What follows belongs to an exercise in optimizing a design on an open flow for small area; a production flow would make more cautious choices.
No functional check of the RTL was part of this run.
Power figures rest on the tool's default switching activity, not on a simulated workload.

==> config.mk <==
export PLATFORM = sky130hd
export DESIGN_NAME = systolic_array
export DESIGN_NICKNAME = systolic_array
export VERILOG_FILES = /design/flow/design.v
export SDC_FILE = /design/flow/constraint.sdc
export NUM_CORES = 4
export LEC_CHECK = 0
export CAP_MARGIN = 20
export CORE_MARGIN = 2
export CORE_UTILIZATION = 40
export SLEW_MARGIN = 20
==> design.v <==
module PE(
    input wire [7:0] a,
    input wire [7:0] b,
    input wire en,
    input wire clk,
    input wire rst,
    output reg [15:0] result
);
wire pp0_0 = a[0] & b[0] & en;
wire pp0_1 = a[0] & b[1] & en;
wire pp0_2 = a[0] & b[2] & en;
wire pp0_3 = a[0] & b[3] & en;
wire pp0_4 = a[0] & b[4] & en;
wire pp0_5 = a[0] & b[5] & en;
wire pp0_6 = a[0] & b[6] & en;
wire pp0_7 = a[0] & b[7] & en;
wire pp1_0 = a[1] & b[0] & en;
wire pp1_1 = a[1] & b[1] & en;
wire pp1_2 = a[1] & b[2] & en;
wire pp1_3 = a[1] & b[3] & en;
wire pp1_4 = a[1] & b[4] & en;
wire pp1_5 = a[1] & b[5] & en;
wire pp1_6 = a[1] & b[6] & en;
wire pp1_7 = a[1] & b[7] & en;
wire pp2_0 = a[2] & b[0] & en;
wire pp2_1 = a[2] & b[1] & en;
wire pp2_2 = a[2] & b[2] & en;
wire pp2_3 = a[2] & b[3] & en;
wire pp2_4 = a[2] & b[4] & en;
wire pp2_5 = a[2] & b[5] & en;
wire pp2_6 = a[2] & b[6] & en;
wire pp2_7 = a[2] & b[7] & en;
wire pp3_0 = a[3] & b[0] & en;
wire pp3_1 = a[3] & b[1] & en;
wire pp3_2 = a[3] & b[2] & en;
wire pp3_3 = a[3] & b[3] & en;
wire pp3_4 = a[3] & b[4] & en;
wire pp3_5 = a[3] & b[5] & en;
wire pp3_6 = a[3] & b[6] & en;
wire pp3_7 = a[3] & b[7] & en;
wire pp4_0 = a[4] & b[0] & en;
wire pp4_1 = a[4] & b[1] & en;
wire pp4_2 = a[4] & b[2] & en;
wire pp4_3 = a[4] & b[3] & en;
wire pp4_4 = a[4] & b[4] & en;
wire pp4_5 = a[4] & b[5] & en;
wire pp4_6 = a[4] & b[6] & en;
wire pp4_7 = a[4] & b[7] & en;
wire pp5_0 = a[5] & b[0] & en;
wire pp5_1 = a[5] & b[1] & en;
wire pp5_2 = a[5] & b[2] & en;
wire pp5_3 = a[5] & b[3] & en;
wire pp5_4 = a[5] & b[4] & en;
wire pp5_5 = a[5] & b[5] & en;
wire pp5_6 = a[5] & b[6] & en;
wire pp5_7 = a[5] & b[7] & en;
wire pp6_0 = a[6] & b[0] & en;
wire pp6_1 = a[6] & b[1] & en;
wire pp6_2 = a[6] & b[2] & en;
wire pp6_3 = a[6] & b[3] & en;
wire pp6_4 = a[6] & b[4] & en;
wire pp6_5 = a[6] & b[5] & en;
wire pp6_6 = a[6] & b[6] & en;
wire pp6_7 = a[6] & b[7] & en;
wire pp7_0 = a[7] & b[0] & en;
wire pp7_1 = a[7] & b[1] & en;
wire pp7_2 = a[7] & b[2] & en;
wire pp7_3 = a[7] & b[3] & en;
wire pp7_4 = a[7] & b[4] & en;
wire pp7_5 = a[7] & b[5] & en;
wire pp7_6 = a[7] & b[6] & en;
wire pp7_7 = a[7] & b[7] & en;
wire h0_0 = result[0] ^ pp0_0;
wire hc0_0 = result[0] & pp0_0;
wire s1_0, c1_0;
assign s1_0 = result[1] ^ pp0_1 ^ pp1_0;
assign c1_0 = (result[1] & pp0_1) | (pp1_0 & (result[1] ^ pp0_1));
wire h1_1 = hc0_0 ^ s1_0;
wire hc1_1 = hc0_0 & s1_0;
wire s2_1, c2_1;
assign s2_1 = result[2] ^ pp0_2 ^ pp1_1;
assign c2_1 = (result[2] & pp0_2) | (pp1_1 & (result[2] ^ pp0_2));
wire s2_2, c2_2;
assign s2_2 = pp2_0 ^ c1_0 ^ s2_1;
assign c2_2 = (pp2_0 & c1_0) | (s2_1 & (pp2_0 ^ c1_0));
wire h2_2 = hc1_1 ^ s2_2;
wire hc2_2 = hc1_1 & s2_2;
wire s3_3, c3_3;
assign s3_3 = result[3] ^ pp0_3 ^ pp1_2;
assign c3_3 = (result[3] & pp0_3) | (pp1_2 & (result[3] ^ pp0_3));
wire s3_4, c3_4;
assign s3_4 = pp2_1 ^ pp3_0 ^ c2_1;
assign c3_4 = (pp2_1 & pp3_0) | (c2_1 & (pp2_1 ^ pp3_0));
wire s3_5, c3_5;
assign s3_5 = s3_3 ^ c2_2 ^ s3_4;
assign c3_5 = (s3_3 & c2_2) | (s3_4 & (s3_3 ^ c2_2));
wire h3_3 = hc2_2 ^ s3_5;
wire hc3_3 = hc2_2 & s3_5;
wire s4_6, c4_6;
assign s4_6 = result[4] ^ pp0_4 ^ pp1_3;
assign c4_6 = (result[4] & pp0_4) | (pp1_3 & (result[4] ^ pp0_4));
wire s4_7, c4_7;
assign s4_7 = pp2_2 ^ pp3_1 ^ pp4_0;
assign c4_7 = (pp2_2 & pp3_1) | (pp4_0 & (pp2_2 ^ pp3_1));
wire s4_8, c4_8;
assign s4_8 = c3_3 ^ s4_6 ^ s4_7;
assign c4_8 = (c3_3 & s4_6) | (s4_7 & (c3_3 ^ s4_6));
wire s4_9, c4_9;
assign s4_9 = c3_4 ^ s4_8 ^ c3_5;
assign c4_9 = (c3_4 & s4_8) | (c3_5 & (c3_4 ^ s4_8));
wire h4_4 = hc3_3 ^ s4_9;
wire hc4_4 = hc3_3 & s4_9;
wire s5_10, c5_10;
assign s5_10 = result[5] ^ pp0_5 ^ pp1_4;
assign c5_10 = (result[5] & pp0_5) | (pp1_4 & (result[5] ^ pp0_5));
wire s5_11, c5_11;
assign s5_11 = pp2_3 ^ pp3_2 ^ pp4_1;
assign c5_11 = (pp2_3 & pp3_2) | (pp4_1 & (pp2_3 ^ pp3_2));
wire s5_12, c5_12;
assign s5_12 = pp5_0 ^ c4_6 ^ c4_7;
assign c5_12 = (pp5_0 & c4_6) | (c4_7 & (pp5_0 ^ c4_6));
wire s5_13, c5_13;
assign s5_13 = s5_10 ^ s5_11 ^ c4_8;
assign c5_13 = (s5_10 & s5_11) | (c4_8 & (s5_10 ^ s5_11));
wire s5_14, c5_14;
assign s5_14 = s5_12 ^ s5_13 ^ c4_9;
assign c5_14 = (s5_12 & s5_13) | (c4_9 & (s5_12 ^ s5_13));
wire h5_5 = hc4_4 ^ s5_14;
wire hc5_5 = hc4_4 & s5_14;
wire s6_15, c6_15;
assign s6_15 = result[6] ^ pp0_6 ^ pp1_5;
assign c6_15 = (result[6] & pp0_6) | (pp1_5 & (result[6] ^ pp0_6));
wire s6_16, c6_16;
assign s6_16 = pp2_4 ^ pp3_3 ^ pp4_2;
assign c6_16 = (pp2_4 & pp3_3) | (pp4_2 & (pp2_4 ^ pp3_3));
wire s6_17, c6_17;
assign s6_17 = pp5_1 ^ pp6_0 ^ c5_10;
assign c6_17 = (pp5_1 & pp6_0) | (c5_10 & (pp5_1 ^ pp6_0));
wire s6_18, c6_18;
assign s6_18 = c5_11 ^ s6_15 ^ s6_16;
assign c6_18 = (c5_11 & s6_15) | (s6_16 & (c5_11 ^ s6_15));
wire s6_19, c6_19;
assign s6_19 = c5_12 ^ s6_17 ^ s6_18;
assign c6_19 = (c5_12 & s6_17) | (s6_18 & (c5_12 ^ s6_17));
wire s6_20, c6_20;
assign s6_20 = c5_13 ^ s6_19 ^ c5_14;
assign c6_20 = (c5_13 & s6_19) | (c5_14 & (c5_13 ^ s6_19));
wire h6_6 = hc5_5 ^ s6_20;
wire hc6_6 = hc5_5 & s6_20;
wire s7_21, c7_21;
assign s7_21 = result[7] ^ pp0_7 ^ pp1_6;
assign c7_21 = (result[7] & pp0_7) | (pp1_6 & (result[7] ^ pp0_7));
wire s7_22, c7_22;
assign s7_22 = pp2_5 ^ pp3_4 ^ pp4_3;
assign c7_22 = (pp2_5 & pp3_4) | (pp4_3 & (pp2_5 ^ pp3_4));
wire s7_23, c7_23;
assign s7_23 = pp5_2 ^ pp6_1 ^ pp7_0;
assign c7_23 = (pp5_2 & pp6_1) | (pp7_0 & (pp5_2 ^ pp6_1));
wire s7_24, c7_24;
assign s7_24 = c6_15 ^ c6_16 ^ s7_21;
assign c7_24 = (c6_15 & c6_16) | (s7_21 & (c6_15 ^ c6_16));
wire s7_25, c7_25;
assign s7_25 = s7_22 ^ s7_23 ^ c6_17;
assign c7_25 = (s7_22 & s7_23) | (c6_17 & (s7_22 ^ s7_23));
wire s7_26, c7_26;
assign s7_26 = c6_18 ^ s7_24 ^ s7_25;
assign c7_26 = (c6_18 & s7_24) | (s7_25 & (c6_18 ^ s7_24));
wire s7_27, c7_27;
assign s7_27 = c6_19 ^ s7_26 ^ c6_20;
assign c7_27 = (c6_19 & s7_26) | (c6_20 & (c6_19 ^ s7_26));
wire h7_7 = hc6_6 ^ s7_27;
wire hc7_7 = hc6_6 & s7_27;
wire s8_28, c8_28;
assign s8_28 = result[8] ^ pp1_7 ^ pp2_6;
assign c8_28 = (result[8] & pp1_7) | (pp2_6 & (result[8] ^ pp1_7));
wire s8_29, c8_29;
assign s8_29 = pp3_5 ^ pp4_4 ^ pp5_3;
assign c8_29 = (pp3_5 & pp4_4) | (pp5_3 & (pp3_5 ^ pp4_4));
wire s8_30, c8_30;
assign s8_30 = pp6_2 ^ pp7_1 ^ c7_21;
assign c8_30 = (pp6_2 & pp7_1) | (c7_21 & (pp6_2 ^ pp7_1));
wire s8_31, c8_31;
assign s8_31 = c7_22 ^ c7_23 ^ s8_28;
assign c8_31 = (c7_22 & c7_23) | (s8_28 & (c7_22 ^ c7_23));
wire s8_32, c8_32;
assign s8_32 = s8_29 ^ c7_24 ^ s8_30;
assign c8_32 = (s8_29 & c7_24) | (s8_30 & (s8_29 ^ c7_24));
wire s8_33, c8_33;
assign s8_33 = s8_31 ^ c7_25 ^ s8_32;
assign c8_33 = (s8_31 & c7_25) | (s8_32 & (s8_31 ^ c7_25));
wire s8_34, c8_34;
assign s8_34 = c7_26 ^ s8_33 ^ c7_27;
assign c8_34 = (c7_26 & s8_33) | (c7_27 & (c7_26 ^ s8_33));
wire h8_8 = hc7_7 ^ s8_34;
wire hc8_8 = hc7_7 & s8_34;
wire s9_35, c9_35;
assign s9_35 = result[9] ^ pp2_7 ^ pp3_6;
assign c9_35 = (result[9] & pp2_7) | (pp3_6 & (result[9] ^ pp2_7));
wire s9_36, c9_36;
assign s9_36 = pp4_5 ^ pp5_4 ^ pp6_3;
assign c9_36 = (pp4_5 & pp5_4) | (pp6_3 & (pp4_5 ^ pp5_4));
wire s9_37, c9_37;
assign s9_37 = pp7_2 ^ c8_28 ^ c8_29;
assign c9_37 = (pp7_2 & c8_28) | (c8_29 & (pp7_2 ^ c8_28));
wire s9_38, c9_38;
assign s9_38 = s9_35 ^ s9_36 ^ c8_30;
assign c9_38 = (s9_35 & s9_36) | (c8_30 & (s9_35 ^ s9_36));
wire s9_39, c9_39;
assign s9_39 = c8_31 ^ s9_37 ^ c8_32;
assign c9_39 = (c8_31 & s9_37) | (c8_32 & (c8_31 ^ s9_37));
wire s9_40, c9_40;
assign s9_40 = s9_38 ^ c8_33 ^ s9_39;
assign c9_40 = (s9_38 & c8_33) | (s9_39 & (s9_38 ^ c8_33));
wire s9_41, c9_41;
assign s9_41 = s9_40 ^ c8_34 ^ hc8_8;
assign c9_41 = (s9_40 & c8_34) | (hc8_8 & (s9_40 ^ c8_34));
wire s10_42, c10_42;
assign s10_42 = result[10] ^ pp3_7 ^ pp4_6;
assign c10_42 = (result[10] & pp3_7) | (pp4_6 & (result[10] ^ pp3_7));
wire s10_43, c10_43;
assign s10_43 = pp5_5 ^ pp6_4 ^ pp7_3;
assign c10_43 = (pp5_5 & pp6_4) | (pp7_3 & (pp5_5 ^ pp6_4));
wire s10_44, c10_44;
assign s10_44 = c9_35 ^ c9_36 ^ s10_42;
assign c10_44 = (c9_35 & c9_36) | (s10_42 & (c9_35 ^ c9_36));
wire s10_45, c10_45;
assign s10_45 = s10_43 ^ c9_37 ^ s10_44;
assign c10_45 = (s10_43 & c9_37) | (s10_44 & (s10_43 ^ c9_37));
wire s10_46, c10_46;
assign s10_46 = c9_38 ^ s10_45 ^ c9_39;
assign c10_46 = (c9_38 & s10_45) | (c9_39 & (c9_38 ^ s10_45));
wire s10_47, c10_47;
assign s10_47 = c9_40 ^ s10_46 ^ c9_41;
assign c10_47 = (c9_40 & s10_46) | (c9_41 & (c9_40 ^ s10_46));
wire s11_48, c11_48;
assign s11_48 = result[11] ^ pp4_7 ^ pp5_6;
assign c11_48 = (result[11] & pp4_7) | (pp5_6 & (result[11] ^ pp4_7));
wire s11_49, c11_49;
assign s11_49 = pp6_5 ^ pp7_4 ^ c10_42;
assign c11_49 = (pp6_5 & pp7_4) | (c10_42 & (pp6_5 ^ pp7_4));
wire s11_50, c11_50;
assign s11_50 = c10_43 ^ s11_48 ^ c10_44;
assign c11_50 = (c10_43 & s11_48) | (c10_44 & (c10_43 ^ s11_48));
wire s11_51, c11_51;
assign s11_51 = s11_49 ^ c10_45 ^ s11_50;
assign c11_51 = (s11_49 & c10_45) | (s11_50 & (s11_49 ^ c10_45));
wire s11_52, c11_52;
assign s11_52 = s11_51 ^ c10_46 ^ c10_47;
assign c11_52 = (s11_51 & c10_46) | (c10_47 & (s11_51 ^ c10_46));
wire s12_53, c12_53;
assign s12_53 = result[12] ^ pp5_7 ^ pp6_6;
assign c12_53 = (result[12] & pp5_7) | (pp6_6 & (result[12] ^ pp5_7));
wire s12_54, c12_54;
assign s12_54 = pp7_5 ^ c11_48 ^ s12_53;
assign c12_54 = (pp7_5 & c11_48) | (s12_53 & (pp7_5 ^ c11_48));
wire s12_55, c12_55;
assign s12_55 = c11_49 ^ s12_54 ^ c11_50;
assign c12_55 = (c11_49 & s12_54) | (c11_50 & (c11_49 ^ s12_54));
wire s12_56, c12_56;
assign s12_56 = c11_51 ^ s12_55 ^ c11_52;
assign c12_56 = (c11_51 & s12_55) | (c11_52 & (c11_51 ^ s12_55));
wire s13_57, c13_57;
assign s13_57 = result[13] ^ pp6_7 ^ pp7_6;
assign c13_57 = (result[13] & pp6_7) | (pp7_6 & (result[13] ^ pp6_7));
wire s13_58, c13_58;
assign s13_58 = c12_53 ^ s13_57 ^ c12_54;
assign c13_58 = (c12_53 & s13_57) | (c12_54 & (c12_53 ^ s13_57));
wire s13_59, c13_59;
assign s13_59 = s13_58 ^ c12_55 ^ c12_56;
assign c13_59 = (s13_58 & c12_55) | (c12_56 & (s13_58 ^ c12_55));
wire s14_60, c14_60;
assign s14_60 = result[14] ^ pp7_7 ^ c13_57;
assign c14_60 = (result[14] & pp7_7) | (c13_57 & (result[14] ^ pp7_7));
wire s14_61, c14_61;
assign s14_61 = s14_60 ^ c13_58 ^ c13_59;
assign c14_61 = (s14_60 & c13_58) | (c13_59 & (s14_60 ^ c13_58));
wire s15_62 = result[15] ^ c14_60 ^ c14_61;
always @(posedge clk or posedge rst) begin
    if (rst)
        result <= 16'd0;
    else
        result <= {s15_62, s14_61, s13_59, s12_56, s11_52, s10_47, s9_41, h8_8, h7_7, h6_6, h5_5, h4_4, h3_3, h2_2, h1_1, h0_0};
end
endmodule
module systolic_array(
    input wire[7:0] inp_west0,
    input wire[7:0] inp_west4,
    input wire[7:0] inp_west8,
    input wire[7:0] inp_west12,
    input wire[7:0] inp_north0,
    input wire[7:0] inp_north1,
    input wire[7:0] inp_north2,
    input wire[7:0] inp_north3,
    output wire [15:0] out00,
    output wire [15:0] out01,
    output wire [15:0] out02,
    output wire [15:0] out03,
    output wire [15:0] out04,
    output wire [15:0] out05,
    output wire [15:0] out06,
    output wire [15:0] out07,
    output wire [15:0] out08,
    output wire [15:0] out09,
    output wire [15:0] out10,
    output wire [15:0] out11,
    output wire [15:0] out12,
    output wire [15:0] out13,
    output wire [15:0] out14,
    output wire [15:0] out15,
    input wire clk,
    input wire rst,
    output reg done);
reg [3:0] cycle_counter;
always @(posedge clk or posedge rst) begin
    if (rst) begin
        cycle_counter <= 4'd0;
        done <= 1'b0;
    end else if (cycle_counter != 4'd11) begin
        cycle_counter <= cycle_counter + 4'd1;
    end else begin
        done <= 1'b1;
    end
end
wire run = (cycle_counter != 4'd11);
wire [3:0] en;
assign en[0] = run;
assign en[1] = run & (cycle_counter != 4'd0);
assign en[2] = run & (cycle_counter[3:1] != 3'd0);
assign en[3] = run & (cycle_counter[3:2] != 2'd0 || cycle_counter[1:0] == 2'd3);
reg [7:0] west [0:3][1:3];
reg [7:0] north [1:3][0:3];
wire [7:0] w [0:3][0:3];
wire [7:0] n [0:3][0:3];
assign w[0][0] = inp_west0;
assign w[1][0] = inp_west4;
assign w[2][0] = inp_west8;
assign w[3][0] = inp_west12;
assign n[0][0] = inp_north0;
assign n[0][1] = inp_north1;
assign n[0][2] = inp_north2;
assign n[0][3] = inp_north3;
wire [15:0] res [0:3][0:3];
genvar i, j;
generate
    for (i = 0; i < 4; i = i + 1) begin : row
        for (j = 0; j < 4; j = j + 1) begin : col
            if (j > 0) begin : wp
                always @(posedge clk) west[i][j] <= w[i][j-1];
                assign w[i][j] = west[i][j];
            end
            if (i > 0) begin : np
                always @(posedge clk) north[i][j] <= n[i-1][j];
                assign n[i][j] = north[i][j];
            end
            PE pe (.a(w[i][j]), .b(n[i][j]), .en(en[(i > j) ? i : j]), .clk(clk), .rst(rst), .result(res[i][j]));
        end
    end
endgenerate
assign out00 = res[0][3];
assign out01 = res[0][2];
assign out02 = res[0][1];
assign out03 = res[0][0];
assign out04 = res[1][3];
assign out05 = res[1][2];
assign out06 = res[1][1];
assign out07 = res[1][0];
assign out08 = res[2][3];
assign out09 = res[2][2];
assign out10 = res[2][1];
assign out11 = res[2][0];
assign out12 = res[3][3];
assign out13 = res[3][2];
assign out14 = res[3][1];
assign out15 = res[3][0];
endmodule
==> constraint.sdc <==
create_clock -name core_clock -period 6.0 [get_ports {clk}]
set_input_delay 1.2000 -clock core_clock [delete_from_list [all_inputs] [get_ports {clk}]]
set_output_delay 1.2000 -clock core_clock [all_outputs]
set_load 0.01 [all_outputs]
==> run.sh <==
#!/bin/bash
# synth_recipe.tcl (not shown) runs the flow's synth.tcl, then flattens the netlist and writes it again
# the make line also repeats each setting of config.mk as NAME=value (left out here)
make -C /OpenROAD-flow-scripts/flow DESIGN_CONFIG=/design/flow/config.mk WORK_HOME=/design/flow/orfs CLKGATE_MAP_FILE= SYNTH_SCRIPT=/design/flow/synth_recipe.tcl finish
==> results.txt <==
CP Max Fanout 18; layout cell share with drive strength beyond 1 roughly 22%; initial DRC count roughly 1,900; syn nets approximately 4,800; I/O pin count ~320; final setup TNS -65.56 ns; Crit path top cell by count fa_2; wire per inst slightly above 20 um; max cap viols 0; Slew HR 47.5%; Clock Skew between 0.015 and 0.02 ns; DP Cell Count 5,561; CP top delay family adder cells; CP arrival 7.99 ns; Die Area between 100,000 and 150,000 um2; most common cell after layout, fill and taps aside fa_1; sw frac approximately two fifths; power share of the clock group about a quarter; clk buf depth 3; row count approximately 120; CP bufs+invs 7; die width about 330 um; initial core utilization 40.2%; Final Setup Violations 78; Detailed Routing Iterations Pass 1 6; CTS Buf Count 60; #FFs+latches synth roughly 450; Layout Cells excl Fill 5,751; combinational share of power 42.5%; worst vdd ir 212 uV; yosys warns 6; layout net count roughly 5,500; CP required ~6.5 ns; status failed layout checks; FF-to-FF setup slack -1.44 ns; Post-Synthesis Cells 3,570; Max Clk Rate 134 MHz; actual slew at the worst max-slew pin between 0.7 and 0.8 ns; post-synthesis sequential area ratio 25.0%; reg2reg end row[1].col[3].pe.result[15]$_DFF_PP0_; via-per-instance ratio just over 5; layout check fault list setup timing; core area just over 100,000 um2; chip height 326 um; pwr dens between 200 and 300 nW/um2; Leak 22.3 nW; Vias about 29,000; switching power between 5 and 6 mW; fill cell count roughly 9,100; Final Worst Setup Slack -1.44 ns; design area around 54,000 um2; most frequent cells in the layout 760 x fa_1, 730 x inv_1, 571 x nand3_1; unrepaired setup endpoints after global routing true; worst min-delay path startpoint west[6][6]$_DFF_P_; Final period util 124%; Remaining Overflow, GRT 0; largest net degree at the start of global routing 117; Reg2Reg Depth 28; Hold-fix buffers, CTS 0; Final ANT Viol Nets 0; # DRC 0; Post-DP HPWL a little over 90,000 um; post-synth cell types 25; htree depth 2; crit start category flip-flop; synthesized area 41,600 um2; CTS sink count 453; Pint 9.49 mW; CP max stage delay around 0.5 ns; Mapped Avg Cell Area 11.6 um2; Fin. Hold Viols 0; Tot GR Track Use ~23%; Final Critical Period 7.44 ns; TritonCTS clock tree done; Critical-path top delay cell fa_1; total wire length 116,000 um; count of input and output buffers approximately 320; Placed Instance Area ~50,000 um2; critical path capture point type flip-flop; kind of critical path reg -> reg; worst skew pair latency 0.67 ns; initial antenna violation count 4; vias in the first global route between 30,000 and 40,000; RR Startpoint cycle_counter[1]$_DFFE_PP0N_; Hold Crit Class reg -> reg; Worst-path clk slew about 0.06 ns; Worst Hold Depth 0; Seq pwr share 32.8%; placer congestion estimate between 0.9 and 1; Max Slew Vio Count 0; global-route wire length before repair roughly 190,000 um; Root Buffer clkbuf_16; area grow syn2layout 29.0%; hold worst-path end west[7][6]$_DFF_P_
[metal layers]
layer	part of all wire, %	track usage (%)	vias up
li1	-	-	12598
met3	7.2	4.82	196
met2	49	37.0	976
met5	0.041	0	-
met4	2.9	6.24	8
met1	41	30.8	15170
[power groups by stage]
| stage | clock (mW) | combinational [mW] | sequential [mW] |
|---|---|---|---|
| floorplan | 0 | 2.69 | 5.18 |
| global placement | 0 | 6.42 | 5.12 |
| detailed placement | 0 | 6.55 | 5.12 |
| CTS | 3.92 | 6.64 | 5.08 |
| global route | 4.04 | 7.40 | 5.20 |
| finish | 3.80 | 6.52 | 5.04 |
[worst reg2reg max path: cells and delay by family (launching register included)]
kind / cells / cell delay (ns)
adder cells (fa/ha/maj): 16 / 5.47
buffers and inverters: 7 / 0.85
flip-flops: 1 / 0.38
AND/OR/NAND/NOR: 2 / 0.27
XOR/XNOR: 2 / 0.27
AO/OA/AOI/OAI: 1 / 0.07
[synth_stat cells, drive strengths merged]
cell type  instances  area (um2)
o21ai              5        40.0
clkbuf            22        95.1
and2               7        46.3
xor2              16         140
buf              142         654
fa               992       19900
nand2b             1        6.26
and3             394        2460
nand3b             2        15.0
nand2             36         135
dfxtp            192        3840
dfrtp            261        6530
nor2b              1        6.26
ha               146        1830
nor2               2        7.51
nand3            596        2980
xnor2             18         158
inv              737        2770
[per-stage QoR]
step | setup WS [ns] | utilization, % | total power [mW] | hold slack [ns]
2_1_floorplan | -1.50 | - | 7.87 | 0.329
3_3_place_gp | -2.24 | 48.4 | 11.5 | 0.432
3_5_place_dp | -2.22 | 48.4 | 11.7 | 0.426
4_1_cts | -1.45 | 51.4 | 15.6 | 0.435
5_1_grt | -1.64 | 51.9 | 16.6 | 0.462
6_report | -1.44 | 51.9 | 15.4 | 0.437
[what timing repair did]
item                                    in CTS  in global routing
gates cloned                                12                  6
resized for setup                          104                 46
pin swaps                                   43                 35
buffers inserted                            36                 24
endpoints found under the setup margin      84                 89
[flip-flops by register name (all words and copies together), names as in the netlist]
| name | flops |
|---|---|
| cycle_counter | 4 |
| west | 96 |
| done | 1 |
| north | 96 |
| row.col.pe.result | 256 |
[final cells by class]
cell class,instances,area [um2],area share (%)
repair buffers,849,7960,14.8
clock inverters,33,308,0.574
inverters,737,2770,5.16
multi-input cells,2217,28700,53.5
well taps,1380,1730,3.22
clock buffers,81,1770,3.30
diodes,1,2.50,0.00467
flip-flops and latches,453,10400,19.3
[how the worst max path moves through the flow]
stage                                 startpoint                                    end  slack (ns)  depth (start not counted)
floorplan           cycle_counter[1]$_DFFE_PP0N_  row[1].col[1].pe.result[15]$_DFF_PP0_       -1.50                         24
global placement                    inp_west4[0]  row[1].col[0].pe.result[15]$_DFF_PP0_       -2.24                         20
detailed placement                  inp_west4[0]  row[1].col[0].pe.result[15]$_DFF_PP0_       -2.22                         20
CTS                 cycle_counter[0]$_DFFE_PP0N_  row[2].col[0].pe.result[15]$_DFF_PP0_       -1.45                         27
global route        cycle_counter[0]$_DFFE_PP0N_  row[1].col[2].pe.result[15]$_DFF_PP0_       -1.64                         27
finish              cycle_counter[1]$_DFFE_PP0N_  row[1].col[3].pe.result[15]$_DFF_PP0_       -1.44                         28
[kinds of logic after synthesis]
logic type	count (synthesis)	share of synthesized area (%)
buf+inv	901	8.46
simple gates	1039	13.6
fa+ha+maj	1138	52.2
xor+xnor	34	0.716
flops	453	25.0
compound gates	5	0.0963

-- afterwards: timing with drivers on the ports --
In the flow no input, the clock included, has a driving cell. The finished layout below was timed again as built, in two steps. Step 1 assumes that a clkbuf_16 drives the clock port and a buf_2 every other input. Step 2 adds t to the input delays and takes it off the output delays; t is the mean of the earliest and latest rising clock arrival at the registers after step 1. Input paths then give back, and output paths get back, about the clock's delay inside the block. Three values: ideal, step 1, step 2; two values: the first two.
shift t [ns]: 0.730
setup slack, ns: -1.444 / -1.444 / -1.834
hold slack, ns: 0.437 / 0.437 / 0.437
worst setup path after step 2: input to register
cell pins on the clock port's net: 1
The setup slack of this run moves by 0.000 ns with the drivers and by -0.390 ns with both steps.
